Source: an optimization exercise on an open RTL-to-GDS flow (aim: small area and a short achievable clock period). Production flows keep margins and buffers that such runs may drop.
Only simulation tests tie the RTL to the original design; equivalence was not proved.
Power and IR drop assume default switching activity.

## flow/design.v (module list and top-level ports; edited modules follow where they fit)
// module MUX: 15 lines
// module Adder_A: 573 lines
// module Adder_W: 357 lines
// module Adder_L: 360 lines
// module Adder_P: 329 lines
// module PG_N: 4 lines
// module Nor_Or: 3 lines
// module PG_C: 3 lines
// module Black_N: 4 lines
// module Black_P: 4 lines
// module Gray_N: 3 lines
// module Gray_P: 3 lines
// module Inv_1: 3 lines
// module Xor_2: 3 lines
// module Xnor_2: 3 lines
// module Sign_Extend: 7 lines
// module Shift_left_twice: 7 lines
// module PC: 19 lines
// module Half_Add: 4 lines
// module Register_File: 28 lines
// module Read_Cell: 3 lines
// module Read_Nand: 3 lines
// module ALU: 14 lines
// module Multiplier: 1261 lines
// module Booth_Enc: 4 lines
// module Booth_Sel: 3 lines
// module Booth_Sel2: 4 lines
// module Full_Add: 4 lines
// module Control_Unit: 33 lines
// module Data_Path: 78 lines
// module Reg_Hold: 3 lines
// module MIPS: 26 lines
module MIPS (
  input  wire        CLK,
  input  wire        RST,
  input  wire [31:0] instr,
  input  wire [31:0] ReadData,
  output wire [31:0] PC,
  output wire [31:0] ALUOut,
  output wire [31:0] WriteData,
  output wire        MemWrite
);
  // ...
==> flow/flow/run.sh <==
#!/bin/bash
# Layout flow: the standard synthesis and layout (standard.sh), with two
# changes to how the layout is made:
#  - the port buffers are buf_2 cells (the default choice is a slow delay
#    buffer whose footprint the resizer may not change);
#  - timing repair aims for 6.5 ns of setup slack instead of 5.
# Each step's full output goes to a log file of its own in this folder.
set -euo pipefail
export BUFFER_PORTS_ARGS="-buffer_cell sky130_fd_sc_hd__buf_2"
bash standard.sh synth > synth.log 2>&1
bash standard.sh SETUP_SLACK_MARGIN=6.5 finish > layout.log 2>&1
==> flow/standard.sh <==
#!/bin/bash
# synth_recipe.tcl (not shown) runs the flow's synth.tcl, then flattens the netlist and writes it again
# the make line also repeats each setting of config.mk as NAME=value (left out here)
make -C /OpenROAD-flow-scripts/flow DESIGN_CONFIG=/design/flow/config.mk WORK_HOME=/design/flow/orfs CLKGATE_MAP_FILE= SYNTH_SCRIPT=/design/flow/synth_recipe.tcl "${@:-finish}"
==> flow/config.mk <==
export PLATFORM = sky130hd
export DESIGN_NAME = MIPS
export DESIGN_NICKNAME = MIPS
export VERILOG_FILES = /design/flow/design.v
export SDC_FILE = /design/flow/constraint.sdc
export NUM_CORES = 8
export LEC_CHECK = 0
export CAP_MARGIN = 20
export CORE_MARGIN = 2
export CORE_UTILIZATION = 55
export CTS_BUF_LIST = sky130_fd_sc_hd__clkbuf_8
export CTS_CLUSTER_DIAMETER = 50
export CTS_CLUSTER_SIZE = 16
export PLACE_DENSITY = 0.7
export SETUP_SLACK_MARGIN = 5
export SLEW_MARGIN = 20
export SYNTH_HIERARCHICAL = 1
==> flow/constraint.sdc <==
create_clock -name core_clock -period 17.0 [get_ports {CLK}]
set_input_delay 3.4000 -clock core_clock [delete_from_list [all_inputs] [get_ports {CLK}]]
set_output_delay 3.4000 -clock core_clock [all_outputs]
set_load 0.01 [all_outputs]
==> out/qor.csv, run 1 <==
stage,metric,value,unit
sta,Final Cycle Share,62.5,%
detailed_routing,met3 wire length,39500,um
pwr,P per Cell Area,75.4,mW/mm^2
grt,global route hottest layer,met2,
cells_and_area,Sequential Area,0.0235,mm^2
cells_and_area,utilization of the core after routing,62.8,%
clocking,Resize count post-CTS,135,
run_status,status,"complete, no violations",
logic_synthesis,Mapped Area,0.0630,mm^2
grt,largest net degree at the start of global routing,67,
detailed_routing,number of vias per cell,7.01,
detailed_routing,antenna-violating nets left,0,
logic_synthesis,Mapped Cells,6956,
die,Die Ht,343,um
cells_and_area,nets@finish,7661,
hold_path,HP Class,flip-flop to flip-flop,
cells_and_area,multi-input logic portion of the cell area,55.3,%
die,Tap Count,1512,
cells_and_area,Clock-cell share,3.77,%
die,Core Area,0.114,mm^2
pwr,Comb pwr share,9.6,%
cells_and_area,count of plain and timing-repair buffers,437,
worst_setup_path,worst setup path class,input pin to output pin,
grt,global-route wire length before repair,383000,um
pwr,clock power share,37.8,%
worst_setup_path,worst flop-to-flop path startpoint,DP.wd[4]$_DFF_P_,
==> module Register_File, before the edit <==
module Register_File (
  input  [1023:0] Regs,       
  input  [31:0]   Sel,        
  input           Hit,        
  input  [31:0]   Byp,
  output [31:0]   RD
);
wire [32:0]   s = {Hit, Sel};
wire [1055:0] d = {Byp, Regs};            
wire [351:0]  y;                          
genvar t, b;
generate
  for (t = 0; t < 11; t = t + 1) begin : tr
    for (b = 0; b < 32; b = b + 2) begin : bt
      Read_Cell c (
        .s0(s[3*t]), .s1(s[3*t+1]), .s2(s[3*t+2]),
        .d0({d[32*(3*t)   + b + 1], d[32*(3*t)   + b]}),
        .d1({d[32*(3*t+1) + b + 1], d[32*(3*t+1) + b]}),
        .d2({d[32*(3*t+2) + b + 1], d[32*(3*t+2) + b]}),
        .y ({y[11*(b+1) + t], y[11*b + t]})
      );
    end
  end
  for (b = 0; b < 32; b = b + 1) begin : nd
    Read_Nand n (.y(y[11*b +: 11]), .o(RD[b]));
  end
endgenerate
endmodule
==> run 2: changes to the inputs <==
--- a/flow/design.v
+++ b/flow/design.v
@@ -1704,42 +1704,24 @@
 endmodule
 module Register_File (
   input  [1023:0] Regs,       
   input  [31:0]   Sel,        
   input           Hit,        
   input  [31:0]   Byp,
   output [31:0]   RD
 );
-wire [32:0]   s = {Hit, Sel};
-wire [1055:0] d = {Byp, Regs};            
-wire [351:0]  y;                          
-genvar t, b;
-generate
-  for (t = 0; t < 11; t = t + 1) begin : tr
-    for (b = 0; b < 32; b = b + 2) begin : bt
-      Read_Cell c (
-        .s0(s[3*t]), .s1(s[3*t+1]), .s2(s[3*t+2]),
-        .d0({d[32*(3*t)   + b + 1], d[32*(3*t)   + b]}),
-        .d1({d[32*(3*t+1) + b + 1], d[32*(3*t+1) + b]}),
-        .d2({d[32*(3*t+2) + b + 1], d[32*(3*t+2) + b]}),
-        .y ({y[11*(b+1) + t], y[11*b + t]})
-      );
-    end
-  end
-  for (b = 0; b < 32; b = b + 1) begin : nd
-    Read_Nand n (.y(y[11*b +: 11]), .o(RD[b]));
-  end
-endgenerate
-endmodule
-module Read_Cell (input s0, s1, s2, input [1:0] d0, d1, d2, output [1:0] y);
-assign y = ~(({2{s0}} & d0) | ({2{s1}} & d1) | ({2{s2}} & d2));
-endmodule
-module Read_Nand (input [10:0] y, output o);
-assign o = ~&y;
+reg [31:0] r;
+integer k;
+always @* begin
+  r = {32{Hit}} & Byp;
+  for (k = 0; k < 32; k = k + 1)
+    r = r | ({32{Sel[k]}} & Regs[32*k +: 32]);
+end
+assign RD = r;
 endmodule
 module ALU (
   input  [31:0] SrcA, SrcB,
   input         Sub,
   input         SelAnd, SelOr, SelSlt,
   output [31:0] ALUResult
 );
 wire [31:0] bx = Sub ? ~SrcB : SrcB;
@@ -2701,319 +2683,319 @@
 Booth_Sel2 sp283 (.x1(x1_14), .x2(x2_14), .ng(ng_14), .a0(a[0]), .a1(a[1]), .a2(a[2]), .p0(p283), .p1(p284));
 Booth_Sel sp285 (.x1(x1_14), .x2(x2_14), .ng(ng_14), .a1(a[3]), .a2(a[2]), .p(p285));
 wire x1_15, x2_15;
 wire ng_15 = b[31];
 Booth_Enc e15 (.b2(b[31]), .b1(b[30]), .b0(b[29]), .x1(x1_15), .x2(x2_15));
 assign t286 = x1_15 & a[0];
 assign t287 = ng_15 & ~(x1_15 & a[0]);
 Booth_Sel sp288 (.x1(x1_15), .x2(x2_15), .ng(ng_15), .a1(a[1]), .a2(a[0]), .p(p288));
-Full_Add fs289 (.a(t35), .b(p36), .c(p5), .s(s289), .co(c290));
-Full_Add fs291 (.a(t65), .b(p37), .c(p6), .s(s291), .co(c292));
-Full_Add fs293 (.a(t66), .b(p38), .c(p67), .s(s293), .co(c294));
-Full_Add fs295 (.a(p7), .b(c292), .c(s293), .s(s295), .co(c296));
-Full_Add fs297 (.a(t94), .b(p39), .c(p68), .s(s297), .co(c298));
-Full_Add fs299 (.a(p8), .b(c294), .c(s297), .s(s299), .co(c300));
-Full_Add fs301 (.a(t95), .b(p40), .c(p69), .s(s301), .co(c302));
-Full_Add fs303 (.a(p9), .b(p96), .c(c298), .s(s303), .co(c304));
-Full_Add fs305 (.a(s301), .b(c300), .c(s303), .s(s305), .co(c306));
-Full_Add fs307 (.a(t121), .b(p10), .c(p41), .s(s307), .co(c308));
-Full_Add fs309 (.a(p70), .b(p97), .c(c302), .s(s309), .co(c310));
-Full_Add fs311 (.a(s307), .b(c304), .c(s309), .s(s311), .co(c312));
-Full_Add fs313 (.a(t122), .b(p11), .c(p123), .s(s313), .co(c314));
-Full_Add fs315 (.a(p42), .b(p71), .c(p98), .s(s315), .co(c316));
-Full_Add fs317 (.a(c308), .b(s313), .c(s315), .s(s317), .co(c318));
-Full_Add fs319 (.a(c310), .b(s317), .c(c312), .s(s319), .co(c320));
-Full_Add fs321 (.a(t146), .b(p12), .c(p124), .s(s321), .co(c322));
-Full_Add fs323 (.a(p43), .b(p72), .c(p99), .s(s323), .co(c324));
-Full_Add fs325 (.a(c314), .b(c316), .c(s321), .s(s325), .co(c326));
-Full_Add fs327 (.a(s323), .b(c318), .c(s325), .s(s327), .co(c328));
-Full_Add fs329 (.a(t147), .b(p100), .c(p125), .s(s329), .co(c330));
-Full_Add fs331 (.a(p13), .b(p148), .c(p44), .s(s331), .co(c332));
-Full_Add fs333 (.a(p73), .b(c322), .c(c324), .s(s333), .co(c334));
-Full_Add fs335 (.a(s329), .b(s331), .c(c326), .s(s335), .co(c336));
-Full_Add fs337 (.a(s333), .b(s335), .c(c328), .s(s337), .co(c338));
-Full_Add fs339 (.a(t169), .b(p101), .c(p126), .s(s339), .co(c340));
-Full_Add fs341 (.a(p14), .b(p149), .c(p45), .s(s341), .co(c342));
-Full_Add fs343 (.a(p74), .b(c330), .c(c332), .s(s343), .co(c344));
-Full_Add fs345 (.a(s339), .b(s341), .c(c334), .s(s345), .co(c346));
-Full_Add fs347 (.a(s343), .b(s345), .c(c336), .s(s347), .co(c348));
-Full_Add fs349 (.a(t170), .b(p102), .c(p127), .s(s349), .co(c350));
-Full_Add fs351 (.a(p15), .b(p150), .c(p171), .s(s351), .co(c352));
-Full_Add fs353 (.a(p46), .b(p75), .c(c340), .s(s353), .co(c354));
-Full_Add fs355 (.a(c342), .b(s349), .c(s351), .s(s355), .co(c356));
-Full_Add fs357 (.a(c344), .b(s353), .c(s355), .s(s357), .co(c358));
-Full_Add fs359 (.a(c346), .b(s357), .c(c348), .s(s359), .co(c360));
-Full_Add fs361 (.a(t190), .b(p103), .c(p128), .s(s361), .co(c362));
-Full_Add fs363 (.a(p151), .b(p16), .c(p172), .s(s363), .co(c364));
-Full_Add fs365 (.a(p47), .b(p76), .c(c350), .s(s365), .co(c366));
-Full_Add fs367 (.a(c352), .b(s361), .c(s363), .s(s367), .co(c368));
-Full_Add fs369 (.a(c354), .b(c356), .c(s365), .s(s369), .co(c370));
-Full_Add fs371 (.a(s367), .b(s369), .c(c358), .s(s371), .co(c372));
-Full_Add fs373 (.a(t191), .b(p104), .c(p129), .s(s373), .co(c374));
-Full_Add fs375 (.a(p152), .b(p17), .c(p173), .s(s375), .co(c376));
-Full_Add fs377 (.a(p192), .b(p48), .c(p77), .s(s377), .co(c378));
-Full_Add fs379 (.a(c362), .b(c364), .c(s373), .s(s379), .co(c380));
-Full_Add fs381 (.a(s375), .b(s377), .c(c366), .s(s381), .co(c382));
-Full_Add fs383 (.a(c368), .b(s379), .c(s381), .s(s383), .co(c384));
-Full_Add fs385 (.a(c370), .b(s383), .c(c372), .s(s385), .co(c386));
-Full_Add fs387 (.a(t209), .b(p105), .c(p130), .s(s387), .co(c388));
-Full_Add fs389 (.a(p153), .b(p174), .c(p18), .s(s389), .co(c390));
-Full_Add fs391 (.a(p193), .b(p49), .c(p78), .s(s391), .co(c392));
-Full_Add fs393 (.a(c374), .b(c376), .c(c378), .s(s393), .co(c394));
-Full_Add fs395 (.a(s387), .b(s389), .c(s391), .s(s395), .co(c396));
-Full_Add fs397 (.a(c380), .b(s393), .c(s395), .s(s397), .co(c398));
-Full_Add fs399 (.a(c382), .b(s397), .c(c384), .s(s399), .co(c400));
-Full_Add fs401 (.a(t210), .b(p106), .c(p131), .s(s401), .co(c402));
-Full_Add fs403 (.a(p154), .b(p175), .c(p19), .s(s403), .co(c404));
-Full_Add fs405 (.a(p194), .b(p211), .c(p50), .s(s405), .co(c406));
-Full_Add fs407 (.a(p79), .b(c388), .c(c390), .s(s407), .co(c408));
-Full_Add fs409 (.a(c392), .b(s401), .c(s403), .s(s409), .co(c410));
-Full_Add fs411 (.a(s405), .b(c394), .c(c396), .s(s411), .co(c412));
-Full_Add fs413 (.a(s407), .b(s409), .c(s411), .s(s413), .co(c414));
-Full_Add fs415 (.a(c398), .b(s413), .c(c400), .s(s415), .co(c416));
-Full_Add fs417 (.a(t226), .b(p107), .c(p132), .s(s417), .co(c418));
-Full_Add fs419 (.a(p155), .b(p176), .c(p195), .s(s419), .co(c420));
-Full_Add fs421 (.a(p20), .b(p212), .c(p51), .s(s421), .co(c422));
-Full_Add fs423 (.a(p80), .b(c402), .c(c404), .s(s423), .co(c424));
-Full_Add fs425 (.a(c406), .b(s417), .c(s419), .s(s425), .co(c426));
-Full_Add fs427 (.a(s421), .b(c408), .c(c410), .s(s427), .co(c428));
-Full_Add fs429 (.a(s423), .b(s425), .c(c412), .s(s429), .co(c430));
-Full_Add fs431 (.a(s427), .b(c414), .c(s429), .s(s431), .co(c432));
-Full_Add fs433 (.a(t227), .b(p108), .c(p133), .s(s433), .co(c434));
-Full_Add fs435 (.a(p156), .b(p177), .c(p196), .s(s435), .co(c436));
-Full_Add fs437 (.a(p21), .b(p213), .c(p228), .s(s437), .co(c438));
-Full_Add fs439 (.a(p52), .b(p81), .c(c418), .s(s439), .co(c440));
-Full_Add fs441 (.a(c420), .b(c422), .c(s433), .s(s441), .co(c442));
-Full_Add fs443 (.a(s435), .b(s437), .c(c424), .s(s443), .co(c444));
-Full_Add fs445 (.a(c426), .b(s439), .c(s441), .s(s445), .co(c446));
-Full_Add fs447 (.a(s443), .b(c428), .c(s445), .s(s447), .co(c448));
-Full_Add fs449 (.a(c430), .b(s447), .c(c432), .s(s449), .co(c450));
-Full_Add fs451 (.a(t241), .b(p109), .c(p134), .s(s451), .co(c452));
-Full_Add fs453 (.a(p157), .b(p178), .c(p197), .s(s453), .co(c454));
-Full_Add fs455 (.a(p214), .b(p22), .c(p229), .s(s455), .co(c456));
-Full_Add fs457 (.a(p53), .b(p82), .c(c434), .s(s457), .co(c458));
-Full_Add fs459 (.a(c436), .b(c438), .c(s451), .s(s459), .co(c460));
-Full_Add fs461 (.a(s453), .b(s455), .c(c440), .s(s461), .co(c462));
-Full_Add fs463 (.a(c442), .b(s457), .c(s459), .s(s463), .co(c464));
-Full_Add fs465 (.a(c444), .b(s461), .c(c446), .s(s465), .co(c466));
-Full_Add fs467 (.a(s463), .b(c448), .c(s465), .s(s467), .co(c468));
-Full_Add fs469 (.a(t242), .b(p110), .c(p135), .s(s469), .co(c470));
-Full_Add fs471 (.a(p158), .b(p179), .c(p198), .s(s471), .co(c472));
-Full_Add fs473 (.a(p215), .b(p23), .c(p230), .s(s473), .co(c474));
-Full_Add fs475 (.a(p243), .b(p54), .c(p83), .s(s475), .co(c476));
-Full_Add fs477 (.a(c452), .b(c454), .c(c456), .s(s477), .co(c478));
-Full_Add fs479 (.a(s469), .b(s471), .c(s473), .s(s479), .co(c480));
-Full_Add fs481 (.a(s475), .b(c458), .c(c460), .s(s481), .co(c482));
-Full_Add fs483 (.a(s477), .b(s479), .c(c462), .s(s483), .co(c484));
-Full_Add fs485 (.a(s481), .b(c464), .c(s483), .s(s485), .co(c486));
-Full_Add fs487 (.a(c466), .b(s485), .c(c468), .s(s487), .co(c488));
-Full_Add fs489 (.a(t254), .b(p111), .c(p136), .s(s489), .co(c490));
-Full_Add fs491 (.a(p159), .b(p180), .c(p199), .s(s491), .co(c492));
-Full_Add fs493 (.a(p216), .b(p231), .c(p24), .s(s493), .co(c494));
-Full_Add fs495 (.a(p244), .b(p55), .c(p84), .s(s495), .co(c496));
-Full_Add fs497 (.a(c470), .b(c472), .c(c474), .s(s497), .co(c498));
-Full_Add fs499 (.a(c476), .b(s489), .c(s491), .s(s499), .co(c500));
-Full_Add fs501 (.a(s493), .b(s495), .c(c478), .s(s501), .co(c502));
-Full_Add fs503 (.a(c480), .b(s497), .c(s499), .s(s503), .co(c504));
-Full_Add fs505 (.a(s501), .b(c482), .c(s503), .s(s505), .co(c506));
-Full_Add fs507 (.a(c484), .b(s505), .c(c486), .s(s507), .co(c508));
-Full_Add fs509 (.a(t255), .b(p112), .c(p137), .s(s509), .co(c510));
-Full_Add fs511 (.a(p160), .b(p181), .c(p200), .s(s511), .co(c512));
-Full_Add fs513 (.a(p217), .b(p232), .c(p245), .s(s513), .co(c514));
-Full_Add fs515 (.a(p25), .b(p256), .c(p56), .s(s515), .co(c516));
-Full_Add fs517 (.a(p85), .b(c490), .c(c492), .s(s517), .co(c518));
-Full_Add fs519 (.a(c494), .b(c496), .c(s509), .s(s519), .co(c520));
-Full_Add fs521 (.a(s511), .b(s513), .c(s515), .s(s521), .co(c522));
-Full_Add fs523 (.a(c498), .b(c500), .c(s517), .s(s523), .co(c524));
-Full_Add fs525 (.a(s519), .b(s521), .c(c502), .s(s525), .co(c526));
-Full_Add fs527 (.a(s523), .b(c504), .c(s525), .s(s527), .co(c528));
-Full_Add fs529 (.a(c506), .b(s527), .c(c508), .s(s529), .co(c530));
-Full_Add fs531 (.a(t265), .b(p113), .c(p138), .s(s531), .co(c532));
-Full_Add fs533 (.a(p161), .b(p182), .c(p201), .s(s533), .co(c534));
-Full_Add fs535 (.a(p218), .b(p233), .c(p246), .s(s535), .co(c536));
-Full_Add fs537 (.a(p257), .b(p26), .c(p57), .s(s537), .co(c538));
-Full_Add fs539 (.a(p86), .b(c510), .c(c512), .s(s539), .co(c540));
-Full_Add fs541 (.a(c514), .b(c516), .c(s531), .s(s541), .co(c542));
-Full_Add fs543 (.a(s533), .b(s535), .c(s537), .s(s543), .co(c544));
-Full_Add fs545 (.a(c518), .b(c520), .c(c522), .s(s545), .co(c546));
-Full_Add fs547 (.a(s539), .b(s541), .c(s543), .s(s547), .co(c548));
-Full_Add fs549 (.a(c524), .b(s545), .c(s547), .s(s549), .co(c550));
-Full_Add fs551 (.a(c526), .b(s549), .c(c528), .s(s551), .co(c552));
-Full_Add fs553 (.a(t266), .b(p114), .c(p139), .s(s553), .co(c554));
-Full_Add fs555 (.a(p162), .b(p183), .c(p202), .s(s555), .co(c556));
-Full_Add fs557 (.a(p219), .b(p234), .c(p247), .s(s557), .co(c558));
-Full_Add fs559 (.a(p258), .b(p267), .c(p27), .s(s559), .co(c560));
-Full_Add fs561 (.a(p58), .b(p87), .c(c532), .s(s561), .co(c562));
-Full_Add fs563 (.a(c534), .b(c536), .c(c538), .s(s563), .co(c564));
-Full_Add fs565 (.a(s553), .b(s555), .c(s557), .s(s565), .co(c566));
-Full_Add fs567 (.a(s559), .b(c540), .c(c542), .s(s567), .co(c568));
-Full_Add fs569 (.a(c544), .b(s561), .c(s563), .s(s569), .co(c570));
-Full_Add fs571 (.a(s565), .b(c546), .c(s567), .s(s571), .co(c572));
-Full_Add fs573 (.a(s569), .b(c548), .c(c550), .s(s573), .co(c574));
-Full_Add fs575 (.a(s571), .b(s573), .c(c552), .s(s575), .co(c576));
-Full_Add fs577 (.a(t274), .b(p115), .c(p140), .s(s577), .co(c578));
-Full_Add fs579 (.a(p163), .b(p184), .c(p203), .s(s579), .co(c580));
-Full_Add fs581 (.a(p220), .b(p235), .c(p248), .s(s581), .co(c582));
-Full_Add fs583 (.a(p259), .b(p268), .c(p28), .s(s583), .co(c584));
-Full_Add fs585 (.a(p59), .b(p88), .c(c554), .s(s585), .co(c586));
-Full_Add fs587 (.a(c556), .b(c558), .c(c560), .s(s587), .co(c588));
-Full_Add fs589 (.a(s577), .b(s579), .c(s581), .s(s589), .co(c590));
-Full_Add fs591 (.a(s583), .b(c562), .c(c564), .s(s591), .co(c592));
-Full_Add fs593 (.a(c566), .b(s585), .c(s587), .s(s593), .co(c594));
-Full_Add fs595 (.a(s589), .b(s591), .c(c568), .s(s595), .co(c596));
-Full_Add fs597 (.a(c570), .b(s593), .c(c572), .s(s597), .co(c598));
-Full_Add fs599 (.a(s595), .b(c574), .c(s597), .s(s599), .co(c600));
-Full_Add fs601 (.a(t275), .b(p116), .c(p141), .s(s601), .co(c602));
-Full_Add fs603 (.a(p164), .b(p185), .c(p204), .s(s603), .co(c604));
-Full_Add fs605 (.a(p221), .b(p236), .c(p249), .s(s605), .co(c606));
-Full_Add fs607 (.a(p260), .b(p269), .c(p276), .s(s607), .co(c608));
-Full_Add fs609 (.a(p29), .b(p60), .c(p89), .s(s609), .co(c610));
-Full_Add fs611 (.a(c578), .b(c580), .c(c582), .s(s611), .co(c612));
-Full_Add fs613 (.a(c584), .b(s601), .c(s603), .s(s613), .co(c614));
-Full_Add fs615 (.a(s605), .b(s607), .c(s609), .s(s615), .co(c616));
-Full_Add fs617 (.a(c586), .b(c588), .c(c590), .s(s617), .co(c618));
-Full_Add fs619 (.a(s611), .b(s613), .c(s615), .s(s619), .co(c620));
-Full_Add fs621 (.a(c592), .b(c594), .c(s617), .s(s621), .co(c622));
-Full_Add fs623 (.a(s619), .b(c596), .c(s621), .s(s623), .co(c624));
-Full_Add fs625 (.a(c598), .b(s623), .c(c600), .s(s625), .co(c626));
-Full_Add fs627 (.a(t281), .b(p117), .c(p142), .s(s627), .co(c628));
-Full_Add fs629 (.a(p165), .b(p186), .c(p205), .s(s629), .co(c630));
-Full_Add fs631 (.a(p222), .b(p237), .c(p250), .s(s631), .co(c632));
-Full_Add fs633 (.a(p261), .b(p270), .c(p277), .s(s633), .co(c634));
-Full_Add fs635 (.a(p30), .b(p61), .c(p90), .s(s635), .co(c636));
-Full_Add fs637 (.a(c602), .b(c604), .c(c606), .s(s637), .co(c638));
-Full_Add fs639 (.a(c608), .b(c610), .c(s627), .s(s639), .co(c640));
-Full_Add fs641 (.a(s629), .b(s631), .c(s633), .s(s641), .co(c642));
-Full_Add fs643 (.a(s635), .b(c612), .c(c614), .s(s643), .co(c644));
-Full_Add fs645 (.a(c616), .b(s637), .c(s639), .s(s645), .co(c646));
-Full_Add fs647 (.a(s641), .b(c618), .c(s643), .s(s647), .co(c648));
-Full_Add fs649 (.a(c620), .b(s645), .c(c622), .s(s649), .co(c650));
-Full_Add fs651 (.a(s647), .b(c624), .c(s649), .s(s651), .co(c652));
-Full_Add fs653 (.a(t282), .b(p118), .c(p143), .s(s653), .co(c654));
-Full_Add fs655 (.a(p166), .b(p187), .c(p206), .s(s655), .co(c656));
-Full_Add fs657 (.a(p223), .b(p238), .c(p251), .s(s657), .co(c658));
-Full_Add fs659 (.a(p262), .b(p271), .c(p278), .s(s659), .co(c660));
-Full_Add fs661 (.a(p283), .b(p31), .c(p62), .s(s661), .co(c662));
-Full_Add fs663 (.a(p91), .b(c628), .c(c630), .s(s663), .co(c664));
-Full_Add fs665 (.a(c632), .b(c634), .c(c636), .s(s665), .co(c666));
-Full_Add fs667 (.a(s653), .b(s655), .c(s657), .s(s667), .co(c668));
-Full_Add fs669 (.a(s659), .b(s661), .c(c638), .s(s669), .co(c670));
-Full_Add fs671 (.a(c640), .b(c642), .c(s663), .s(s671), .co(c672));
-Full_Add fs673 (.a(s665), .b(s667), .c(s669), .s(s673), .co(c674));
-Full_Add fs675 (.a(c644), .b(s671), .c(c646), .s(s675), .co(c676));
-Full_Add fs677 (.a(c648), .b(s673), .c(s675), .s(s677), .co(c678));
-Full_Add fs679 (.a(c650), .b(s677), .c(c652), .s(s679), .co(c680));
-Full_Add fs681 (.a(t286), .b(p119), .c(p144), .s(s681), .co(c682));
-Full_Add fs683 (.a(p167), .b(p188), .c(p207), .s(s683), .co(c684));
-Full_Add fs685 (.a(p224), .b(p239), .c(p252), .s(s685), .co(c686));
-Full_Add fs687 (.a(p263), .b(p272), .c(p279), .s(s687), .co(c688));
-Full_Add fs689 (.a(p284), .b(p32), .c(p63), .s(s689), .co(c690));
-Full_Add fs691 (.a(p92), .b(c654), .c(c656), .s(s691), .co(c692));
-Full_Add fs693 (.a(c658), .b(c660), .c(c662), .s(s693), .co(c694));
-Full_Add fs695 (.a(s681), .b(s683), .c(s685), .s(s695), .co(c696));
-Full_Add fs697 (.a(s687), .b(s689), .c(c664), .s(s697), .co(c698));
-Full_Add fs699 (.a(c666), .b(c668), .c(s691), .s(s699), .co(c700));
-Full_Add fs701 (.a(s693), .b(s695), .c(c670), .s(s701), .co(c702));
-Full_Add fs703 (.a(s697), .b(c672), .c(s699), .s(s703), .co(c704));
-Full_Add fs705 (.a(c674), .b(s701), .c(c676), .s(s705), .co(c706));
-Full_Add fs707 (.a(s703), .b(c678), .c(s705), .s(s707), .co(c708));
+Half_Add hs289 (.a(t266), .b(p114), .s(s289), .co(c290));
+Full_Add fs291 (.a(t274), .b(p115), .c(p140), .s(s291), .co(c292));
+Full_Add fs293 (.a(t275), .b(p116), .c(p141), .s(s293), .co(c294));
+Half_Add hs295 (.a(p164), .b(p185), .s(s295), .co(c296));
+Full_Add fs297 (.a(t281), .b(p117), .c(p142), .s(s297), .co(c298));
+Full_Add fs299 (.a(p165), .b(p186), .c(p205), .s(s299), .co(c300));
+Full_Add fs301 (.a(t282), .b(p118), .c(p143), .s(s301), .co(c302));
+Full_Add fs303 (.a(p166), .b(p187), .c(p206), .s(s303), .co(c304));
+Half_Add hs305 (.a(p223), .b(p238), .s(s305), .co(c306));
+Full_Add fs307 (.a(t286), .b(p119), .c(p144), .s(s307), .co(c308));
+Full_Add fs309 (.a(p167), .b(p188), .c(p207), .s(s309), .co(c310));
+Full_Add fs311 (.a(p224), .b(p239), .c(p252), .s(s311), .co(c312));
+Half_Add hs313 (.a(t210), .b(p106), .s(s313), .co(c314));
+Full_Add fs315 (.a(t226), .b(p107), .c(p132), .s(s315), .co(c316));
+Full_Add fs317 (.a(t227), .b(p108), .c(p133), .s(s317), .co(c318));
+Half_Add hs319 (.a(p156), .b(p177), .s(s319), .co(c320));
+Full_Add fs321 (.a(t241), .b(p109), .c(p134), .s(s321), .co(c322));
+Full_Add fs323 (.a(p157), .b(p178), .c(p197), .s(s323), .co(c324));
+Full_Add fs325 (.a(t242), .b(p110), .c(p135), .s(s325), .co(c326));
+Full_Add fs327 (.a(p158), .b(p179), .c(p198), .s(s327), .co(c328));
+Half_Add hs329 (.a(p215), .b(p23), .s(s329), .co(c330));
+Full_Add fs331 (.a(t254), .b(p111), .c(p136), .s(s331), .co(c332));
+Full_Add fs333 (.a(p159), .b(p180), .c(p199), .s(s333), .co(c334));
+Full_Add fs335 (.a(p216), .b(p231), .c(p24), .s(s335), .co(c336));
+Full_Add fs337 (.a(t255), .b(p112), .c(p137), .s(s337), .co(c338));
+Full_Add fs339 (.a(p160), .b(p181), .c(p200), .s(s339), .co(c340));
+Full_Add fs341 (.a(p217), .b(p232), .c(p245), .s(s341), .co(c342));
+Half_Add hs343 (.a(p25), .b(p256), .s(s343), .co(c344));
+Full_Add fs345 (.a(t265), .b(p113), .c(p138), .s(s345), .co(c346));
+Full_Add fs347 (.a(p161), .b(p182), .c(p201), .s(s347), .co(c348));
+Full_Add fs349 (.a(p218), .b(p233), .c(p246), .s(s349), .co(c350));
+Full_Add fs351 (.a(p257), .b(p26), .c(p57), .s(s351), .co(c352));
+Full_Add fs353 (.a(p139), .b(p162), .c(p183), .s(s353), .co(c354));
+Full_Add fs355 (.a(p202), .b(p219), .c(p234), .s(s355), .co(c356));
+Full_Add fs357 (.a(p247), .b(p258), .c(p267), .s(s357), .co(c358));
+Full_Add fs359 (.a(p27), .b(p58), .c(p87), .s(s359), .co(c360));
+Full_Add fs361 (.a(p163), .b(p184), .c(p203), .s(s361), .co(c362));
+Full_Add fs363 (.a(p220), .b(p235), .c(p248), .s(s363), .co(c364));
+Full_Add fs365 (.a(p259), .b(p268), .c(p28), .s(s365), .co(c366));
+Full_Add fs367 (.a(p59), .b(p88), .c(c290), .s(s367), .co(c368));
+Full_Add fs369 (.a(p204), .b(p221), .c(p236), .s(s369), .co(c370));
+Full_Add fs371 (.a(p249), .b(p260), .c(p269), .s(s371), .co(c372));
+Full_Add fs373 (.a(p276), .b(p29), .c(p60), .s(s373), .co(c374));
+Full_Add fs375 (.a(p89), .b(s295), .c(c292), .s(s375), .co(c376));
+Full_Add fs377 (.a(p222), .b(p237), .c(p250), .s(s377), .co(c378));
+Full_Add fs379 (.a(p261), .b(p270), .c(p277), .s(s379), .co(c380));
+Full_Add fs381 (.a(p30), .b(p61), .c(p90), .s(s381), .co(c382));
+Full_Add fs383 (.a(c296), .b(c294), .c(s297), .s(s383), .co(c384));
+Full_Add fs385 (.a(p251), .b(p262), .c(p271), .s(s385), .co(c386));
+Full_Add fs387 (.a(p278), .b(p283), .c(p31), .s(s387), .co(c388));
+Full_Add fs389 (.a(p62), .b(p91), .c(s305), .s(s389), .co(c390));
+Full_Add fs391 (.a(c298), .b(c300), .c(s301), .s(s391), .co(c392));
+Full_Add fs393 (.a(p263), .b(p272), .c(p279), .s(s393), .co(c394));
+Full_Add fs395 (.a(p284), .b(p32), .c(p63), .s(s395), .co(c396));
+Full_Add fs397 (.a(p92), .b(c306), .c(c302), .s(s397), .co(c398));
+Full_Add fs399 (.a(c304), .b(s307), .c(s309), .s(s399), .co(c400));
+Half_Add hs401 (.a(t147), .b(p100), .s(s401), .co(c402));
+Full_Add fs403 (.a(t169), .b(p101), .c(p126), .s(s403), .co(c404));
+Full_Add fs405 (.a(t170), .b(p102), .c(p127), .s(s405), .co(c406));
+Half_Add hs407 (.a(p15), .b(p150), .s(s407), .co(c408));
+Full_Add fs409 (.a(t190), .b(p103), .c(p128), .s(s409), .co(c410));
+Full_Add fs411 (.a(p151), .b(p16), .c(p172), .s(s411), .co(c412));
+Full_Add fs413 (.a(t191), .b(p104), .c(p129), .s(s413), .co(c414));
+Full_Add fs415 (.a(p152), .b(p17), .c(p173), .s(s415), .co(c416));
+Half_Add hs417 (.a(p192), .b(p48), .s(s417), .co(c418));
+Full_Add fs419 (.a(t209), .b(p105), .c(p130), .s(s419), .co(c420));
+Full_Add fs421 (.a(p153), .b(p174), .c(p18), .s(s421), .co(c422));
+Full_Add fs423 (.a(p193), .b(p49), .c(p78), .s(s423), .co(c424));
+Full_Add fs425 (.a(p131), .b(p154), .c(p175), .s(s425), .co(c426));
+Full_Add fs427 (.a(p19), .b(p194), .c(p211), .s(s427), .co(c428));
+Full_Add fs429 (.a(p50), .b(p79), .c(s313), .s(s429), .co(c430));
+Full_Add fs431 (.a(p155), .b(p176), .c(p195), .s(s431), .co(c432));
+Full_Add fs433 (.a(p20), .b(p212), .c(p51), .s(s433), .co(c434));
+Full_Add fs435 (.a(p80), .b(c314), .c(s315), .s(s435), .co(c436));
+Full_Add fs437 (.a(p196), .b(p21), .c(p213), .s(s437), .co(c438));
+Full_Add fs439 (.a(p228), .b(p52), .c(p81), .s(s439), .co(c440));
+Full_Add fs441 (.a(s319), .b(c316), .c(s317), .s(s441), .co(c442));
+Full_Add fs443 (.a(p214), .b(p22), .c(p229), .s(s443), .co(c444));
+Full_Add fs445 (.a(p53), .b(p82), .c(c320), .s(s445), .co(c446));
+Full_Add fs447 (.a(c318), .b(s321), .c(s323), .s(s447), .co(c448));
+Full_Add fs449 (.a(p230), .b(p243), .c(p54), .s(s449), .co(c450));
+Full_Add fs451 (.a(p83), .b(s329), .c(c322), .s(s451), .co(c452));
+Full_Add fs453 (.a(c324), .b(s325), .c(s327), .s(s453), .co(c454));
+Full_Add fs455 (.a(p244), .b(p55), .c(p84), .s(s455), .co(c456));
+Full_Add fs457 (.a(c330), .b(c326), .c(c328), .s(s457), .co(c458));
+Full_Add fs459 (.a(s331), .b(s333), .c(s335), .s(s459), .co(c460));
+Full_Add fs461 (.a(p56), .b(p85), .c(s343), .s(s461), .co(c462));
+Full_Add fs463 (.a(c332), .b(c334), .c(c336), .s(s463), .co(c464));
+Full_Add fs465 (.a(s337), .b(s339), .c(s341), .s(s465), .co(c466));
+Full_Add fs467 (.a(p86), .b(c344), .c(c338), .s(s467), .co(c468));
+Full_Add fs469 (.a(c340), .b(c342), .c(s345), .s(s469), .co(c470));
+Full_Add fs471 (.a(s347), .b(s349), .c(s351), .s(s471), .co(c472));
+Full_Add fs473 (.a(s289), .b(c346), .c(c348), .s(s473), .co(c474));
+Full_Add fs475 (.a(c350), .b(c352), .c(s353), .s(s475), .co(c476));
+Full_Add fs477 (.a(s355), .b(s357), .c(s359), .s(s477), .co(c478));
+Full_Add fs479 (.a(c354), .b(c356), .c(c358), .s(s479), .co(c480));
+Full_Add fs481 (.a(c360), .b(s291), .c(s361), .s(s481), .co(c482));
+Full_Add fs483 (.a(s363), .b(s365), .c(s367), .s(s483), .co(c484));
+Full_Add fs485 (.a(c362), .b(c364), .c(c366), .s(s485), .co(c486));
+Full_Add fs487 (.a(s293), .b(s369), .c(s371), .s(s487), .co(c488));
+Full_Add fs489 (.a(s373), .b(c368), .c(s375), .s(s489), .co(c490));
+Full_Add fs491 (.a(c370), .b(c372), .c(c374), .s(s491), .co(c492));
+Full_Add fs493 (.a(s299), .b(s377), .c(s379), .s(s493), .co(c494));
+Full_Add fs495 (.a(s381), .b(c376), .c(s383), .s(s495), .co(c496));
+Full_Add fs497 (.a(c378), .b(c380), .c(c382), .s(s497), .co(c498));
+Full_Add fs499 (.a(s303), .b(s385), .c(s387), .s(s499), .co(c500));
+Full_Add fs501 (.a(s389), .b(c384), .c(s391), .s(s501), .co(c502));
+Full_Add fs503 (.a(c386), .b(c388), .c(s311), .s(s503), .co(c504));
+Full_Add fs505 (.a(s393), .b(s395), .c(c390), .s(s505), .co(c506));
+Full_Add fs507 (.a(c392), .b(s397), .c(s399), .s(s507), .co(c508));
+Half_Add hs509 (.a(t95), .b(p40), .s(s509), .co(c510));
+Full_Add fs511 (.a(t121), .b(p10), .c(p41), .s(s511), .co(c512));
+Full_Add fs513 (.a(t122), .b(p11), .c(p123), .s(s513), .co(c514));
+Half_Add hs515 (.a(p42), .b(p71), .s(s515), .co(c516));
+Full_Add fs517 (.a(t146), .b(p12), .c(p124), .s(s517), .co(c518));
+Full_Add fs519 (.a(p43), .b(p72), .c(p99), .s(s519), .co(c520));
+Full_Add fs521 (.a(p125), .b(p13), .c(p148), .s(s521), .co(c522));
+Full_Add fs523 (.a(p44), .b(p73), .c(s401), .s(s523), .co(c524));
+Full_Add fs525 (.a(p14), .b(p149), .c(p45), .s(s525), .co(c526));
+Full_Add fs527 (.a(p74), .b(c402), .c(s403), .s(s527), .co(c528));
+Full_Add fs529 (.a(p171), .b(p46), .c(p75), .s(s529), .co(c530));
+Full_Add fs531 (.a(s407), .b(c404), .c(s405), .s(s531), .co(c532));
+Full_Add fs533 (.a(p47), .b(p76), .c(c408), .s(s533), .co(c534));
+Full_Add fs535 (.a(c406), .b(s409), .c(s411), .s(s535), .co(c536));
+Full_Add fs537 (.a(p77), .b(s417), .c(c410), .s(s537), .co(c538));
+Full_Add fs539 (.a(c412), .b(s413), .c(s415), .s(s539), .co(c540));
+Full_Add fs541 (.a(c418), .b(c414), .c(c416), .s(s541), .co(c542));
+Full_Add fs543 (.a(s419), .b(s421), .c(s423), .s(s543), .co(c544));
+Full_Add fs545 (.a(c420), .b(c422), .c(c424), .s(s545), .co(c546));
+Full_Add fs547 (.a(s425), .b(s427), .c(s429), .s(s547), .co(c548));
+Full_Add fs549 (.a(c426), .b(c428), .c(s431), .s(s549), .co(c550));
+Full_Add fs551 (.a(s433), .b(c430), .c(s435), .s(s551), .co(c552));
+Full_Add fs553 (.a(c432), .b(c434), .c(s437), .s(s553), .co(c554));
+Full_Add fs555 (.a(s439), .b(c436), .c(s441), .s(s555), .co(c556));
+Full_Add fs557 (.a(c438), .b(c440), .c(s443), .s(s557), .co(c558));
+Full_Add fs559 (.a(s445), .b(c442), .c(s447), .s(s559), .co(c560));
+Full_Add fs561 (.a(c444), .b(s449), .c(c446), .s(s561), .co(c562));
+Full_Add fs563 (.a(c448), .b(s451), .c(s453), .s(s563), .co(c564));
+Full_Add fs565 (.a(c450), .b(s455), .c(c452), .s(s565), .co(c566));
+Full_Add fs567 (.a(c454), .b(s457), .c(s459), .s(s567), .co(c568));
+Full_Add fs569 (.a(c456), .b(s461), .c(c458), .s(s569), .co(c570));
+Full_Add fs571 (.a(c460), .b(s463), .c(s465), .s(s571), .co(c572));
+Full_Add fs573 (.a(c462), .b(c464), .c(c466), .s(s573), .co(c574));
+Full_Add fs575 (.a(s467), .b(s469), .c(s471), .s(s575), .co(c576));
+Full_Add fs577 (.a(c468), .b(c470), .c(c472), .s(s577), .co(c578));
+Full_Add fs579 (.a(s473), .b(s475), .c(s477), .s(s579), .co(c580));
+Full_Add fs581 (.a(c474), .b(c476), .c(c478), .s(s581), .co(c582));
+Full_Add fs583 (.a(s479), .b(s481), .c(s483), .s(s583), .co(c584));
+Full_Add fs585 (.a(c480), .b(c482), .c(s485), .s(s585), .co(c586));
+Full_Add fs587 (.a(s487), .b(c484), .c(s489), .s(s587), .co(c588));
+Full_Add fs589 (.a(c486), .b(c488), .c(s491), .s(s589), .co(c590));
+Full_Add fs591 (.a(s493), .b(c490), .c(s495), .s(s591), .co(c592));
+Full_Add fs593 (.a(c492), .b(c494), .c(s497), .s(s593), .co(c594));
+Full_Add fs595 (.a(s499), .b(c496), .c(s501), .s(s595), .co(c596));
+Full_Add fs597 (.a(c498), .b(c500), .c(s503), .s(s597), .co(c598));
+Full_Add fs599 (.a(s505), .b(c502), .c(s507), .s(s599), .co(c600));
+Half_Add hs601 (.a(t66), .b(p38), .s(s601), .co(c602));
+Full_Add fs603 (.a(t94), .b(p39), .c(p68), .s(s603), .co(c604));
+Full_Add fs605 (.a(p69), .b(p9), .c(p96), .s(s605), .co(c606));
+Full_Add fs607 (.a(p70), .b(p97), .c(c510), .s(s607), .co(c608));
+Full_Add fs609 (.a(p98), .b(s515), .c(c512), .s(s609), .co(c610));
+Full_Add fs611 (.a(c516), .b(c514), .c(s517), .s(s611), .co(c612));
+Full_Add fs613 (.a(c518), .b(c520), .c(s521), .s(s613), .co(c614));
+Full_Add fs615 (.a(c522), .b(s525), .c(c524), .s(s615), .co(c616));
+Full_Add fs617 (.a(c526), .b(s529), .c(c528), .s(s617), .co(c618));
+Full_Add fs619 (.a(c530), .b(s533), .c(c532), .s(s619), .co(c620));
+Full_Add fs621 (.a(c534), .b(c536), .c(s537), .s(s621), .co(c622));
+Full_Add fs623 (.a(c538), .b(c540), .c(s541), .s(s623), .co(c624));
+Full_Add fs625 (.a(c542), .b(c544), .c(s545), .s(s625), .co(c626));
+Full_Add fs627 (.a(c546), .b(s549), .c(c548), .s(s627), .co(c628));
+Full_Add fs629 (.a(c550), .b(s553), .c(c552), .s(s629), .co(c630));
+Full_Add fs631 (.a(c554), .b(s557), .c(c556), .s(s631), .co(c632));
+Full_Add fs633 (.a(c558), .b(s561), .c(c560), .s(s633), .co(c634));
+Full_Add fs635 (.a(c562), .b(s565), .c(c564), .s(s635), .co(c636));
+Full_Add fs637 (.a(c566), .b(s569), .c(c568), .s(s637), .co(c638));
+Full_Add fs639 (.a(c570), .b(s573), .c(c572), .s(s639), .co(c640));
+Full_Add fs641 (.a(c574), .b(s577), .c(c576), .s(s641), .co(c642));
+Full_Add fs643 (.a(c578), .b(s581), .c(c580), .s(s643), .co(c644));
+Full_Add fs645 (.a(c582), .b(s585), .c(c584), .s(s645), .co(c646));
+Full_Add fs647 (.a(c586), .b(s589), .c(c588), .s(s647), .co(c648));
+Full_Add fs649 (.a(c590), .b(s593), .c(c592), .s(s649), .co(c650));
+Full_Add fs651 (.a(c594), .b(s597), .c(c596), .s(s651), .co(c652));
+Half_Add hs653 (.a(t35), .b(p36), .s(s653), .co(c654));
+Full_Add fs655 (.a(t65), .b(p37), .c(p6), .s(s655), .co(c656));
+Full_Add fs657 (.a(p67), .b(p7), .c(s601), .s(s657), .co(c658));
+Full_Add fs659 (.a(p8), .b(c602), .c(s603), .s(s659), .co(c660));
+Full_Add fs661 (.a(s509), .b(c604), .c(s605), .s(s661), .co(c662));
+Full_Add fs663 (.a(c606), .b(s511), .c(s607), .s(s663), .co(c664));
+Full_Add fs665 (.a(s513), .b(c608), .c(s609), .s(s665), .co(c666));
+Full_Add fs667 (.a(s519), .b(c610), .c(s611), .s(s667), .co(c668));
+Full_Add fs669 (.a(s523), .b(c612), .c(s613), .s(s669), .co(c670));
+Full_Add fs671 (.a(c614), .b(s527), .c(s615), .s(s671), .co(c672));
+Full_Add fs673 (.a(s531), .b(c616), .c(s617), .s(s673), .co(c674));
+Full_Add fs675 (.a(s535), .b(c618), .c(s619), .s(s675), .co(c676));
+Full_Add fs677 (.a(s539), .b(c620), .c(s621), .s(s677), .co(c678));
+Full_Add fs679 (.a(s543), .b(c622), .c(s623), .s(s679), .co(c680));
+Full_Add fs681 (.a(s547), .b(c624), .c(s625), .s(s681), .co(c682));
+Full_Add fs683 (.a(c626), .b(s551), .c(s627), .s(s683), .co(c684));
+Full_Add fs685 (.a(s555), .b(c628), .c(s629), .s(s685), .co(c686));
+Full_Add fs687 (.a(s559), .b(c630), .c(s631), .s(s687), .co(c688));
+Full_Add fs689 (.a(s563), .b(c632), .c(s633), .s(s689), .co(c690));
+Full_Add fs691 (.a(s567), .b(c634), .c(s635), .s(s691), .co(c692));
+Full_Add fs693 (.a(s571), .b(c636), .c(s637), .s(s693), .co(c694));
+Full_Add fs695 (.a(s575), .b(c638), .c(s639), .s(s695), .co(c696));
+Full_Add fs697 (.a(s579), .b(c640), .c(s641), .s(s697), .co(c698));
+Full_Add fs699 (.a(s583), .b(c642), .c(s643), .s(s699), .co(c700));
+Full_Add fs701 (.a(c644), .b(s587), .c(s645), .s(s701), .co(c702));
+Full_Add fs703 (.a(s591), .b(c646), .c(s647), .s(s703), .co(c704));
+Full_Add fs705 (.a(s595), .b(c648), .c(s649), .s(s705), .co(c706));
+Full_Add fs707 (.a(s599), .b(c650), .c(s651), .s(s707), .co(c708));
 Xor_2 gx709 (.a(t287), .b(p120), .y(x709));
 Xor_2 gx710 (.a(p145), .b(p168), .y(x710));
 Xor_2 gx711 (.a(p189), .b(p208), .y(x711));
 Xor_2 gx712 (.a(p225), .b(p240), .y(x712));
 Xor_2 gx713 (.a(p253), .b(p264), .y(x713));
 Xor_2 gx714 (.a(p273), .b(p280), .y(x714));
 Xor_2 gx715 (.a(p285), .b(p288), .y(x715));
 Xor_2 gx716 (.a(p33), .b(p64), .y(x716));
 Xor_2 gx717 (.a(p93), .b(x709), .y(x717));
 Xor_2 gx718 (.a(x710), .b(x711), .y(x718));
 Xor_2 gx719 (.a(x712), .b(x713), .y(x719));
 Xor_2 gx720 (.a(x714), .b(x715), .y(x720));
-Xor_2 gx721 (.a(x716), .b(c682), .y(x721));
-Xor_2 gx722 (.a(c684), .b(c686), .y(x722));
-Xor_2 gx723 (.a(c688), .b(c690), .y(x723));
-Xor_2 gx724 (.a(x717), .b(x718), .y(x724));
-Xor_2 gx725 (.a(x719), .b(x720), .y(x725));
+Xor_2 gx721 (.a(x716), .b(x717), .y(x721));
+Xor_2 gx722 (.a(x718), .b(x719), .y(x722));
+Xor_2 gx723 (.a(x720), .b(c308), .y(x723));
+Xor_2 gx724 (.a(c310), .b(c312), .y(x724));
+Xor_2 gx725 (.a(c394), .b(c396), .y(x725));
 Xor_2 gx726 (.a(x721), .b(x722), .y(x726));
 Xor_2 gx727 (.a(x723), .b(x724), .y(x727));
-Xor_2 gx728 (.a(x725), .b(c692), .y(x728));
-Xor_2 gx729 (.a(c694), .b(x726), .y(x729));
-Xor_2 gx730 (.a(c696), .b(x727), .y(x730));
+Xor_2 gx728 (.a(x725), .b(x726), .y(x728));
+Xor_2 gx729 (.a(x727), .b(c398), .y(x729));
+Xor_2 gx730 (.a(c400), .b(c504), .y(x730));
 Xor_2 gx731 (.a(x728), .b(x729), .y(x731));
-Xor_2 gx732 (.a(x730), .b(c698), .y(x732));
-Xor_2 gx733 (.a(x731), .b(c700), .y(x733));
-Xor_2 gx734 (.a(x732), .b(x733), .y(x734));
-Xor_2 gx735 (.a(c702), .b(x734), .y(x735));
+Xor_2 gx732 (.a(x730), .b(c506), .y(x732));
+Xor_2 gx733 (.a(x731), .b(x732), .y(x733));
+Xor_2 gx734 (.a(c508), .b(c598), .y(x734));
+Xor_2 gx735 (.a(x733), .b(x734), .y(x735));
 assign ra[0] = t1;
 assign rb[0] = 1'b0;
 assign ra[1] = t2;
 assign rb[1] = p3;
 assign ra[2] = t34;
 assign rb[2] = p4;
-assign ra[3] = s289;
-assign rb[3] = 1'b0;
-assign ra[4] = c290;
-assign rb[4] = s291;
-assign ra[5] = s295;
-assign rb[5] = 1'b0;
-assign ra[6] = c296;
-assign rb[6] = s299;
-assign ra[7] = s305;
-assign rb[7] = 1'b0;
-assign ra[8] = c306;
-assign rb[8] = s311;
-assign ra[9] = s319;
-assign rb[9] = 1'b0;
-assign ra[10] = s327;
-assign rb[10] = c320;
-assign ra[11] = s337;
-assign rb[11] = 1'b0;
-assign ra[12] = c338;
-assign rb[12] = s347;
-assign ra[13] = s359;
-assign rb[13] = 1'b0;
-assign ra[14] = s371;
-assign rb[14] = c360;
-assign ra[15] = s385;
-assign rb[15] = 1'b0;
-assign ra[16] = s399;
-assign rb[16] = c386;
-assign ra[17] = s415;
-assign rb[17] = 1'b0;
-assign ra[18] = s431;
-assign rb[18] = c416;
-assign ra[19] = s449;
-assign rb[19] = 1'b0;
-assign ra[20] = s467;
-assign rb[20] = c450;
-assign ra[21] = s487;
-assign rb[21] = 1'b0;
-assign ra[22] = s507;
-assign rb[22] = c488;
-assign ra[23] = s529;
-assign rb[23] = 1'b0;
-assign ra[24] = s551;
-assign rb[24] = c530;
-assign ra[25] = s575;
-assign rb[25] = 1'b0;
-assign ra[26] = s599;
-assign rb[26] = c576;
-assign ra[27] = s625;
-assign rb[27] = 1'b0;
-assign ra[28] = s651;
-assign rb[28] = c626;
-assign ra[29] = s679;
-assign rb[29] = 1'b0;
-assign ra[30] = s707;
-assign rb[30] = c680;
+assign ra[3] = p5;
+assign rb[3] = s653;
+assign ra[4] = c654;
+assign rb[4] = s655;
+assign ra[5] = c656;
+assign rb[5] = s657;
+assign ra[6] = c658;
+assign rb[6] = s659;
+assign ra[7] = c660;
+assign rb[7] = s661;
+assign ra[8] = c662;
+assign rb[8] = s663;
+assign ra[9] = c664;
+assign rb[9] = s665;
+assign ra[10] = c666;
+assign rb[10] = s667;
+assign ra[11] = c668;
+assign rb[11] = s669;
+assign ra[12] = c670;
+assign rb[12] = s671;
+assign ra[13] = c672;
+assign rb[13] = s673;
+assign ra[14] = c674;
+assign rb[14] = s675;
+assign ra[15] = c676;
+assign rb[15] = s677;
+assign ra[16] = c678;
+assign rb[16] = s679;
+assign ra[17] = c680;
+assign rb[17] = s681;
+assign ra[18] = c682;
+assign rb[18] = s683;
+assign ra[19] = c684;
+assign rb[19] = s685;
+assign ra[20] = c686;
+assign rb[20] = s687;
+assign ra[21] = c688;
+assign rb[21] = s689;
+assign ra[22] = c690;
+assign rb[22] = s691;
+assign ra[23] = c692;
+assign rb[23] = s693;
+assign ra[24] = c694;
+assign rb[24] = s695;
+assign ra[25] = c696;
+assign rb[25] = s697;
+assign ra[26] = c698;
+assign rb[26] = s699;
+assign ra[27] = c700;
+assign rb[27] = s701;
+assign ra[28] = c702;
+assign rb[28] = s703;
+assign ra[29] = c704;
+assign rb[29] = s705;
+assign ra[30] = c706;
+assign rb[30] = s707;
 assign ra[31] = x735;
 assign rb[31] = 1'b0;
-assign rx[0] = c704;
-assign rx[1] = c706;
+assign rx[0] = c600;
+assign rx[1] = c652;
 assign rx[2] = c708;
 endmodule
 module Booth_Enc (input b2, b1, b0, output x1, x2);
 assign x1 = b1 ^ b0;
 assign x2 = (b2 ^ b1) & ~(b1 ^ b0);
 endmodule
 module Booth_Sel (input x1, x2, ng, a1, a2, output p);
 assign p = ((x1 & a1) | (x2 & a2)) ^ ng;
==> out/qor.csv, run 2 <==
stage,metric,value,unit,change
pwr,worst vdd ir,0.116,mV,
pwr,Pleak,0.0264,uW,
cells_and_area,layout cells sized above 1,14.6,%,
pwr,Internal,3860,uW,
clocking,CTS tree,yes,,
cells_and_area,Sequential Area,0.0235,mm^2,unchanged
worst_setup_path,Worst setup SP type,input pin,,
clocking,Clock Tree Root,clkbuf_8,,
grt,overall routing resource usage,47.6,%,
die,IO Count,163,,
die,Core Area,0.118,mm^2,+3.5%
hold_path,hold path depth,2,,
detailed_routing,via count,67400,,
pwr,Net Switching,1590,uW,
pwr,Comb pwr share,9.2,%,-0.4 points
sta,Setup TNS,0,ns,
pwr,sequential group share of total power,52.0,%,
sta,Final Cycle Share,62.4,%,-0.13 points
detailed_routing,number of vias per cell,7.18,,+2.3%
die,Starting Density,55.4,%,
worst_setup_path,CP max stage cell,nor4_2,,
worst_setup_path,WP data arrival,7.21,ns,
grt,GRT overflow,0,,
place,GPL Wtd Cong,0.976,,
detailed_routing,drt drc,0,,
logic_synthesis,Ys Warns,9,,
clocking,H-tree levels,3,,
logic_synthesis,Mapped Cells,7602,,+9.3%
cells_and_area,Filler cells,10400,,
logic_synthesis,Mapped Area,0.0655,mm^2,+3.9%
detailed_routing,drt total wl,306000,um,
worst_setup_path,worst setup path class,input pin to output pin,,
worst_setup_path,crit path cell chain,buf_2 -> nand3b_1 -> buf_4 -> nor3_4 -> buf_4 -> buf_6 -> a22oi_1 -> nand4_1 -> nor4_2 -> nand2_2 -> nor2_1 -> nor2_1 -> a21oi_2 -> o21ai_2 -> a21oi_2 -> o21ai_2 -> xor2_2 -> buf_2,,
worst_setup_path,Crit Path Max Fanout,16,,
pwr,Switching Share,29.2,%,
clocking,clock sinks,1158,,
sta,post-route clock skew,0.125,ns,
cells_and_area,largest register by flop count,DP.RegFile,,
detailed_routing,Iter 0 DRT Violations,12100,,
place,# port buffers,160,,
cells_and_area,"commonest cells after routing, fill and taps aside","nand2_1 (1,368), a22oi_1 (1,198), o21ai_1 (1,116), dfxtp_1 (1,095), xor2_1 (307)",,
hold_path,HP Class,flip-flop to flip-flop,,
detailed_routing,post-DR wirelength/cell,32.5,um,
cells_and_area,nets@finish,8063,,+5.2%
grt,initial antenna violation count,21,,
sta,f_max,94.3,MHz,
sta,min cycle time layout,10.61,ns,
clocking,clk slew on worst S/H paths,0.08,ns,
sta,Fin. Hold Viols,0,,
sta,# setup viols final,0,,
detailed_routing,drt first pass iters,11,,
cells_and_area,max reg flops,1024,,
cells_and_area,footprint of the multi-input gates,0.0406,mm^2,
detailed_routing,antenna-violating nets left,0,,unchanged
die,die area,0.122,mm^2,
clocking,Skew-Pair Late Insertion Delay,0.97,ns,
logic_synthesis,syn_area_per_cell,8.61,um^2,
clocking,CTS Buf Count,116,,
grt,number of global-route vias before repair,61900,,
pwr,P per Cell Area,75.1,mW/mm^2,-0.41%
sta,relative slew slack,14.2,%,
grt,largest net degree at the start of global routing,99,,+48%
sta,actual slew at the worst max-slew pin,1.28,ns,
place,cell count after placement,9129,,
die,Die Ht,349,um,+1.9%
sta,Max Slew Vio Count,0,,
worst_setup_path,crit-path max cell delay,0.59,ns,
cells_and_area,final cell count without fillers,9392,,
cells_and_area,"commonest non-fill, non-tap cell in the layout",nand2_1,,
pwr,clock power share,38.7,%,+0.9 points
die,Die X,349,um,
place,hpwl dp,175000,um,
clocking,maximum buffer depth of the clock tree,3,,
worst_setup_path,reg2reg path depth,20,,
run_status,status,"complete, no violations",,
cells_and_area,Layout area overhead,10.9,%,
run,Max-Cap Viols,0,,
sta,unrepaired setup endpoints after global routing,true,,
worst_setup_path,Worst Path Required,13.60,ns,
die,Rows,126,,
worst_setup_path,crit path capture type,output pin,,
grt,global-route wire length before repair,424000,um,+11%
## run 2: final timing paths
kind / from / end / slack, ns
worst max-delay path: instr[23] / ALUOut[31] / 6.39
worst min-delay path: DP.RegFile[29][12]$_DFF_P_ / DP.RegFile[29][12]$_DFF_P_ / 0.47
worst max register to register: DP.wv$_DFF_PN0_ / DP.wb[29]$_SDFF_PN0_ / 7.80
worst min register to register: DP.RegFile[29][12]$_DFF_P_ / DP.RegFile[29][12]$_DFF_P_ / 0.47
max in group asynchronous: RST / DP.valid[24]$_DFF_PN0_ / 13.72
min in group asynchronous: RST / DP.pcq[5]$_DFF_PN0_ / 2.67
## run 2: layout make-up
type	count	area share (%)
diodes	11	0.0379
clock buffers	123	2.33
clock inverters	83	1.47
inverters	74	0.383
multi-input cells	6005	56.0
flip-flops and latches	1158	32.4
well taps	1536	2.65
repair buffers	402	4.79
## run 2: worst max-delay path, delay by kind of cell
family | cells | cell delay, ns
buf+inv | 5 | 1.01
xor+xnor | 1 | 0.25
simple gates | 7 | 1.81
compound gates | 5 | 0.71
## run 2: repair_timing
action | CTS | global route
pin swaps | 4 | 20
hold buffers | 0 | 0
cloned | 1 | 12
setup endpoints to repair | 28 | 32
resized for setup | 138 | 153
buffers inserted | 4 | 28
## run 2: power groups by stage
stage / sequential, uW / combinational [uW] / clock, uW
2_1_floorplan: 2900 / 325 / 0
3_3_place_gp: 2890 / 466 / 0
3_5_place_dp: 2900 / 486 / 0
4_1_cts: 2830 / 489 / 2090
5_1_grt: 2850 / 549 / 2200
6_report: 2840 / 503 / 2110
## run 2: through the flow
stage | instance area (um^2) | utilization, % | hold WS, ns | total power, uW | worst slack, ns
finish | 72600 | 61.5 | 0.469 | 5450 | 6.39
global route | 72600 | 61.4 | 0.484 | 5590 | 6.43
CTS | 71400 | 60.5 | 0.469 | 5420 | 6.48
detailed placement | 68100 | 57.6 | 0.452 | 3380 | 5.80
global placement | 68100 | 57.6 | 0.449 | 3360 | 5.79
floorplan | 65500 | - | 0.435 | 3220 | 6.59
## run 2: routing by layer
layer / global-route usage, % / vias to the layer above / share of wire (%)
li1: - / 28300 / -
met1: 57.6 / 30900 / 34
met2: 67.7 / 6002 / 39
met3: 19.8 / 2150 / 17
met4: 34.2 / 35 / 10
met5: 1.12 / - / 0.20

==> afterwards: timing with drivers on the ports <==
No port has a modelled driver above. Below, the same layouts with a new extraction and two added sets of constraints.
Step 1 sets driving cells, clkbuf_16 on the clock port and buf_2 on the other inputs (assumed; they add their load-dependent delay and slew).
Step 2 adds t to the input delays and takes it off the output delays; t is the mean of the earliest and latest rising clock arrival at the registers after step 1. Input paths then give back, and output paths get back, about the clock's delay inside the block.
Slacks: no drivers / after step 1 / after step 2; pairs: no drivers / after step 1.
| run | t (ns) | setup WS [ns] | worst hold slack (ns) | worst setup path after step 2 | pins driven straight from the clock port |
|---|---|---|---|---|---|
| run 1 | 0.955 | 6.369 / 6.256 / 5.504 | 0.466 / 0.466 / 0.466 | input to register | 1 |
| run 2 | 0.998 | 6.392 / 6.351 / 5.797 | 0.469 / 0.469 / 0.469 | input to register | 1 |
After both steps setup and hold are still met in every run listed. For run 1, which loses most, drivers alone change the setup slack by -0.113 ns; drivers and shift together by -0.865 ns.
